This is an optimization exercise on Yosys and OpenROAD, whose aim is small area, not a production implementation.
The RTL was checked by simulation tests, not by an equivalence proof against the original design.
The clock input has no modelled driver; a real chip could not lean on it and would need a root buffer or a full tree.
No activity file was given, so power comes from the tool's default toggle rates.

Design stopwatch, start of the top module:
module stopwatch
    (
        input  wire       clk100MHz,  
        input  wire       rst,        
        input  wire       start,      
        input  wire       stop,       
        input  wire [7:0] sw,         
        output wire [6:0] sseg_ca,    
        output wire [3:0] sseg_an,    
        output wire [9:0] LED         
    );
==> flow/config.mk <==
export PLATFORM = sky130hd
export DESIGN_NAME = stopwatch
export DESIGN_NICKNAME = stopwatch
export VERILOG_FILES = /design/flow/design.v
export SDC_FILE = /design/flow/constraint.sdc
export NUM_CORES = 4
export LEC_CHECK = 0
export CAP_MARGIN = 0
export CORE_MARGIN = 2
export CORE_UTILIZATION = 40
export SLEW_MARGIN = 0
==> flow/constraint.sdc <==
create_clock -name core_clock -period 12.5 [get_ports {clk100MHz}]
set_input_delay 2.5000 -clock core_clock [delete_from_list [all_inputs] [get_ports {clk100MHz}]]
set_output_delay 2.5000 -clock core_clock [all_outputs]
set_load 0.01 [all_outputs]
standard.sh (not shown) runs the stock make flow with config.mk's settings and CLKGATE_MAP_FILE= SYNTH_SCRIPT=/design/flow/synth_recipe.tcl, a recipe that flattens the netlist after the stock synthesis.
==> flow/flow/run.sh <==
#!/bin/bash
# Standard ORFS layout (the standard.sh) with area-oriented changes:
#  - synthesis: the standard synthesis script, with an area-oriented ABC
#    script (flow/abc_area.script) in place of the speed-oriented one, and
#    without the half/full-adder extraction (ADDER_MAP_FILE empty), so that
#    ABC maps all the logic (register names and types are unchanged)
#  - port buffers: buf_1 instead of the default buffer
#  - CTS: no dummy loads; after CTS (flow/post_cts.tcl) the clock tree is
#    rebuilt as one level of clock buffers driven by the clock port
#    (flow/recluster.tcl), the reset inverter is sized to drive all the
#    reset pins, and gates with slack are downsized
# Each tool's output goes to ORFS's logs plus synth.log / layout.log here.
set -euo pipefail
here=$(pwd)
CTS_BUFS="sky130_fd_sc_hd__clkbuf_8"
CTS_EXTRA=""
rm -rf "$here/scripts_area"
cp -r "$FLOW_HOME/scripts" "$here/scripts_area"
cp "$here/flow/abc_area.script" "$here/scripts_area/abc_speed.script"
bash standard.sh synth SCRIPTS_DIR="$here/scripts_area" ADDER_MAP_FILE= > "$here/synth.log" 2>&1
bash standard.sh finish \
  BUFFER_PORTS_ARGS="-buffer_cell sky130_fd_sc_hd__buf_1" \
  CTS_ARGS="-sink_clustering_enable -repair_clock_nets -buf_list {$CTS_BUFS} -dont_use_dummy_load $CTS_EXTRA" \
  POST_CTS_TCL="$here/flow/post_cts.tcl" > "$here/layout.log" 2>&1
Other scripts of this flow, unchanged in this note and not shown: flow/flow/abc_area.script, flow/flow/post_cts.tcl, flow/flow/recluster.tcl
Edit:
Settings changed: CAP_MARGIN 0 to 5, SLEW_MARGIN 0 to 5.
Result: First-iteration DRC count is unchanged; worst setup slack is unchanged; maximum frequency stays the same; clock power stays flat; sequential cell count is unchanged; final cell count stays the same.
Edit:
Settings changed: CAP_MARGIN 5 to 20, SLEW_MARGIN 5 to 20.
=>
- The changed run passed the timing, DRC and antenna checks
- register-to-register slack is about the same
- sequential power hardly moves
- first-iteration DRC count grows by 15%
- total power increases by 0.33%
No run of this note takes its clock network from TritonCTS; it comes from the design's own scripts or RTL.

---

Setup of alpha:
stopwatch, a different RTL version from the one above (not shown whole).
For scale: ~49 flip-flops, ~33 I/O pins.
==> flow/config.mk <==
export PLATFORM = sky130hd
export DESIGN_NAME = stopwatch
export DESIGN_NICKNAME = stopwatch
export VERILOG_FILES = /design/flow/design.v
export SDC_FILE = /design/flow/constraint.sdc
export NUM_CORES = 4
export LEC_CHECK = 0
export CAP_MARGIN = 20
export CORE_MARGIN = 2
export CORE_UTILIZATION = 40
export SLEW_MARGIN = 20
==> flow/constraint.sdc <==
create_clock -name core_clock -period 12.5 [get_ports {clk100MHz}]
set_input_delay 2.5000 -clock core_clock [delete_from_list [all_inputs] [get_ports {clk100MHz}]]
set_output_delay 2.5000 -clock core_clock [all_outputs]
set_load 0.01 [all_outputs]
==> flow/flow/run.sh <==
#!/bin/bash
# Standard layout, logged.
bash standard.sh > standard.log 2>&1
alpha went all the way through the flow, and no timing, DRC or antenna check failed.
What beta does differently from alpha at the input level:
==> flow/flow/run.sh <==
#!/bin/bash
# Standard ORFS layout (the standard.sh) with area-oriented changes:
#  - synthesis: the standard synthesis script, with an area-oriented ABC
#    script (flow/abc_area.script) in place of the speed-oriented one
#  - port buffers: buf_1 instead of the default buffer
#  - CTS: small clock buffers, no dummy loads
#  - after CTS: downsize gates that have slack (flow/post_cts.tcl)
# Each tool's output goes to ORFS's logs plus synth.log / layout.log here.
set -euo pipefail
here=$(pwd)
CTS_BUFS="sky130_fd_sc_hd__clkbuf_16"
CTS_EXTRA="-sink_clustering_size 50 -sink_clustering_max_diameter 500"
rm -rf "$here/scripts_area"
cp -r "$FLOW_HOME/scripts" "$here/scripts_area"
cp "$here/flow/abc_area.script" "$here/scripts_area/abc_speed.script"
bash standard.sh synth SCRIPTS_DIR="$here/scripts_area" > "$here/synth.log" 2>&1
bash standard.sh finish \
  BUFFER_PORTS_ARGS="-buffer_cell sky130_fd_sc_hd__buf_1" \
  CTS_ARGS="-sink_clustering_enable -repair_clock_nets -buf_list {$CTS_BUFS} -dont_use_dummy_load $CTS_EXTRA" \
  POST_CTS_TCL="$here/flow/post_cts.tcl" > "$here/layout.log" 2>&1
==> flow/flow/abc_area.script (new file) <==
strash
balance
rewrite
refactor
balance
rewrite
rewrite -z
balance
refactor -z
rewrite -z
balance
dc2
dch -f
map -a
==> flow/flow/post_cts.tcl (new file) <==
# Downsize cells off the critical path (there is ample slack), then re-legalize.
estimate_parasitics -placement
repair_timing -recover_power 100 -verbose
detailed_placement
check_placement -verbose
## What came out
Looking at multi-input gate share of total cell area, beta sits 4.6 points below alpha.
Compared to alpha, beta has total routing usage reported by global routing 0.35 points lower.
After detailed routing, alpha needs more wire than beta.
Against alpha, beta reports a maximum fanout encountered on the critical timing path that is lower.
When beta is measured against alpha, its non-clock buffer count turns out 1 higher.
The inputs of gamma differ from those of beta as listed below.
--- a/flow/flow/run.sh
+++ b/flow/flow/run.sh
@@ -2,5 +2,7 @@
 # Standard ORFS layout (the standard.sh) with area-oriented changes:
 #  - synthesis: the standard synthesis script, with an area-oriented ABC
-#    script (flow/abc_area.script) in place of the speed-oriented one
+#    script (flow/abc_area.script) in place of the speed-oriented one, and
+#    without the half/full-adder extraction (ADDER_MAP_FILE empty), so that
+#    ABC maps all the logic (register names and types are unchanged)
 #  - port buffers: buf_1 instead of the default buffer
 #  - CTS: small clock buffers, no dummy loads
@@ -9,10 +11,10 @@
 set -euo pipefail
 here=$(pwd)
-CTS_BUFS="sky130_fd_sc_hd__clkbuf_16"
-CTS_EXTRA="-sink_clustering_size 50 -sink_clustering_max_diameter 500"
+CTS_BUFS="sky130_fd_sc_hd__clkbuf_8"
+CTS_EXTRA=""
 rm -rf "$here/scripts_area"
 cp -r "$FLOW_HOME/scripts" "$here/scripts_area"
 cp "$here/flow/abc_area.script" "$here/scripts_area/abc_speed.script"
-bash standard.sh synth SCRIPTS_DIR="$here/scripts_area" > "$here/synth.log" 2>&1
+bash standard.sh synth SCRIPTS_DIR="$here/scripts_area" ADDER_MAP_FILE= > "$here/synth.log" 2>&1
 bash standard.sh finish \
   BUFFER_PORTS_ARGS="-buffer_cell sky130_fd_sc_hd__buf_1" \
--- a/flow/flow/abc_area.script
+++ b/flow/flow/abc_area.script
@@ -11,4 +11,6 @@
 balance
 dc2
-dch -f
-map -a
+&get -n
+&dch -f
+&nf -p -R 1000
+&put
Findings:
Of gamma and beta, beta shows the higher width of the die, with gamma below it.
For clock-pin slew on the worst setup and hold paths, beta and gamma come out practically identical.
gamma against beta: met1 track demand over resource +1.7 points; placer's final routability congestion estimate -about 9%; aggregate routed wire length -about 8%.
gamma: count of non-CTS inverters in the layout lower than beta
In gamma, the path length in cells of the critical path came out 2 below the value in beta.
Relative to beta, the share of the core filled with cells in the final layout of gamma is lower by 0.72 points.
gamma: area growth from synthesis to layout 1.5 points below beta
Maximum frequency, gamma and beta: higher on gamma
In the tables for gamma and beta, instance area after placement reads higher with beta.
Relative to gamma, the following input files were edited for delta:
==> flow/run.sh (new file) <==
#!/bin/bash
# synth_recipe.tcl (not shown) runs the flow's synth.tcl, then flattens the netlist and writes it again
# the make line also repeats each setting of config.mk as NAME=value (left out here)
make -C /OpenROAD-flow-scripts/flow DESIGN_CONFIG=/design/flow/config.mk WORK_HOME=/design/flow/orfs CLKGATE_MAP_FILE= SYNTH_SCRIPT=/design/flow/synth_recipe.tcl finish
removed: flow/flow/run.sh
removed: flow/flow/abc_area.script
removed: flow/flow/post_cts.tcl
removed: flow/standard.sh
## What came out
Going from gamma to delta, part of the power in registers lost 8.0 points; count of inserted tapcells rose by 21; via count climbed 258. Note that the total length of routed wires recorded for gamma amounts to 0.849 times the value seen in delta. When delta is measured against gamma, its detailed-placement wirelength estimate turns out 480 um higher. Compared with gamma, non-clock buffer count in delta decreased by a few percent. gamma → delta: area after synthesis moved up, design area moved up, maximum clock skew at final layout moved down. Post-layout minimum cycle time in delta is 0.28 ns above gamma. delta completed every stage of the flow, and the final layout passed the timing, DRC and antenna checks.
#### Input delta (epsilon over delta)
==> flow/flow/run.sh (new file) <==
#!/bin/bash
# Standard ORFS layout with area-oriented changes:
#  - synthesis: the standard synthesis script, with an area-oriented ABC script
#  - port buffers: buf_1 instead of the default buffer
#  - CTS: clkbuf_4/clkbuf_8 tree, no dummy loads
#  - after CTS: downsize gates that have slack
set -euo pipefail
here=$(pwd)
rm -rf "$here/scripts_area"
cp -r "$FLOW_HOME/scripts" "$here/scripts_area"
cp "$here/flow/abc_area.script" "$here/scripts_area/abc_speed.script"
bash standard.sh synth SCRIPTS_DIR="$here/scripts_area" > "$here/synth.log" 2>&1
bash standard.sh finish \
  BUFFER_PORTS_ARGS="-buffer_cell sky130_fd_sc_hd__buf_1" \
  CTS_ARGS="-sink_clustering_enable -repair_clock_nets -buf_list {sky130_fd_sc_hd__clkbuf_4 sky130_fd_sc_hd__clkbuf_8} -dont_use_dummy_load" \
  POST_CTS_TCL="$here/flow/post_cts.tcl" > "$here/layout.log" 2>&1
==> flow/flow/abc_area.script (new file) <==
strash
balance
rewrite
refactor
balance
rewrite
rewrite -z
balance
refactor -z
rewrite -z
balance
dch -f
map -a
==> flow/flow/post_cts.tcl (new file) <==
# Downsize cells off the critical path (there is ample slack), then re-legalize.
estimate_parasitics -placement
repair_timing -recover_power 100 -verbose
detailed_placement
check_placement -verbose
==> flow/standard.sh (new file) <==
#!/bin/bash
# synth_recipe.tcl (not shown) runs the flow's synth.tcl, then flattens the netlist and writes it again
# the make line also repeats each setting of config.mk as NAME=value (left out here)
make -C /OpenROAD-flow-scripts/flow DESIGN_CONFIG=/design/flow/config.mk WORK_HOME=/design/flow/orfs CLKGATE_MAP_FILE= SYNTH_SCRIPT=/design/flow/synth_recipe.tcl "${@:-finish}"
removed: flow/run.sh
## What came out
- Going from delta to epsilon, setup slack of the critical path after layout went up by 0.15 ns; worst-case clock skew went up by 0.015 ns; tightest slew margin relative to the limit went up by 17 points; fraction of area in clock buffers and inverters went down by 1.1 points.
- delta reports its slowest stage cell on the critical path as sky130_fd_sc_hd__mux4_2 while epsilon reports sky130_fd_sc_hd__dfrtp_1.

---

Another version of the RTL of stopwatch (not shown whole).
Size: roughly 240 cells after synthesis, ~49 flip-flops, roughly 2300 um2 of cells after synthesis.
clock: 12.5 ns
lec_check: 0
cap_margin: 20
core_margin: 2
core_utilization: 40
slew_margin: 20
==> flow/flow/run.sh <==
#!/bin/bash
# Standard ORFS layout (the standard.sh) with area-oriented changes:
#  - synthesis: the standard synthesis script, with an area-oriented ABC
#    script (flow/abc_area.script) in place of the speed-oriented one, and
#    without the half/full-adder extraction (ADDER_MAP_FILE empty), so that
#    ABC maps all the logic (register names and types are unchanged)
#  - port buffers: buf_1 instead of the default buffer
#  - CTS: no dummy loads; after CTS (flow/post_cts.tcl) the clock tree is
#    rebuilt as one level of clock buffers driven by the clock port
#    (flow/recluster.tcl), the reset inverter is sized to drive all the
#    reset pins, and gates with slack are downsized
# Each tool's output goes to ORFS's logs plus synth.log / layout.log here.
set -euo pipefail
here=$(pwd)
CTS_BUFS="sky130_fd_sc_hd__clkbuf_8"
CTS_EXTRA=""
rm -rf "$here/scripts_area"
cp -r "$FLOW_HOME/scripts" "$here/scripts_area"
cp "$here/flow/abc_area.script" "$here/scripts_area/abc_speed.script"
bash standard.sh synth SCRIPTS_DIR="$here/scripts_area" ADDER_MAP_FILE= > "$here/synth.log" 2>&1
bash standard.sh finish \
  BUFFER_PORTS_ARGS="-buffer_cell sky130_fd_sc_hd__buf_1" \
  CTS_ARGS="-sink_clustering_enable -repair_clock_nets -buf_list {$CTS_BUFS} -dont_use_dummy_load $CTS_EXTRA" \
  POST_CTS_TCL="$here/flow/post_cts.tcl" > "$here/layout.log" 2>&1
Other scripts of this flow, unchanged in this note and not shown: flow/flow/abc_area.script, flow/flow/post_cts.tcl, flow/flow/recluster.tcl
The first run produced a clean layout.
Next try:
- CORE_UTILIZATION: 40 -> 75
- PLACE_DENSITY: default -> 0.9
First-iteration DRC count drops by 9.9%.
Routed wire length climbs by 8.1%.
Hold slack improved by 0.0062 ns.
Final area drops by 1.4%.
Next try:
- CORE_UTILIZATION: 75 -> 60
- PLACE_DENSITY: 0.9 -> 0.75
Wire length falls by 4.4%. Synthesized area is unchanged. Total power rises by 3.4%. Design area rises by 0.54%. Clock skew falls by 0.020 ns. Synthesized cell count is unchanged. Cell count rises by 0.96%.
No run of this note takes its clock network from TritonCTS; it comes from the design's own scripts or RTL.

-- static timing again, ports no longer ideal --
Ports are ideal in the flow. The routed layouts listed here were re-timed in OpenROAD. Step 1, drivers: a clkbuf_16 drives clk100MHz and a buf_2 each remaining input, both assumed. Step 2 moves the port delays by t, midway between the first and last clock arrival at a register: inputs arrive t later, outputs are due t later. That takes back most of the time a late clock gives input paths. a / b / c = no drivers / after step 1 / after step 2; a / b = the first two.
run	shift t [ns]	setup WS [ns]	clock arrival spread, ns	slew at the worst register clock pin (ns)
the first run of note 1	0.202	7.800 / 7.826 / 7.624	0.010 / 0.010	0.10 / 0.10
the second run of note 1	0.202	7.800 / 7.826 / 7.624	0.010 / 0.010	0.10 / 0.10
the third run of note 1	0.204	7.859 / 7.832 / 7.681	0.006 / 0.006	0.10 / 0.10
alpha	0.328	7.456 / 7.431 / 7.759	0.005 / 0.006	0.10 / 0.10
beta	0.310	7.396 / 7.363 / 7.656	0.015 / 0.016	0.07 / 0.07
gamma	0.320	7.739 / 7.709 / 7.547	0.012 / 0.012	0.09 / 0.09
delta	0.328	7.456 / 7.431 / 7.759	0.005 / 0.006	0.10 / 0.10
epsilon	0.312	7.605 / 7.578 / 7.567	0.020 / 0.021	0.09 / 0.09
the first run of note 3	0.195	7.726 / 7.749 / 7.554	0.006 / 0.006	0.10 / 0.10
the second run of note 3	0.199	7.548 / 7.566 / 7.367	0.024 / 0.023	0.11 / 0.11
the third run of note 3	0.197	7.714 / 7.734 / 7.538	0.003 / 0.003	0.09 / 0.09
After both steps setup and hold are still met in every run listed. For gamma, which loses most, drivers alone change the setup slack by -0.030 ns; drivers and shift together by -0.192 ns.
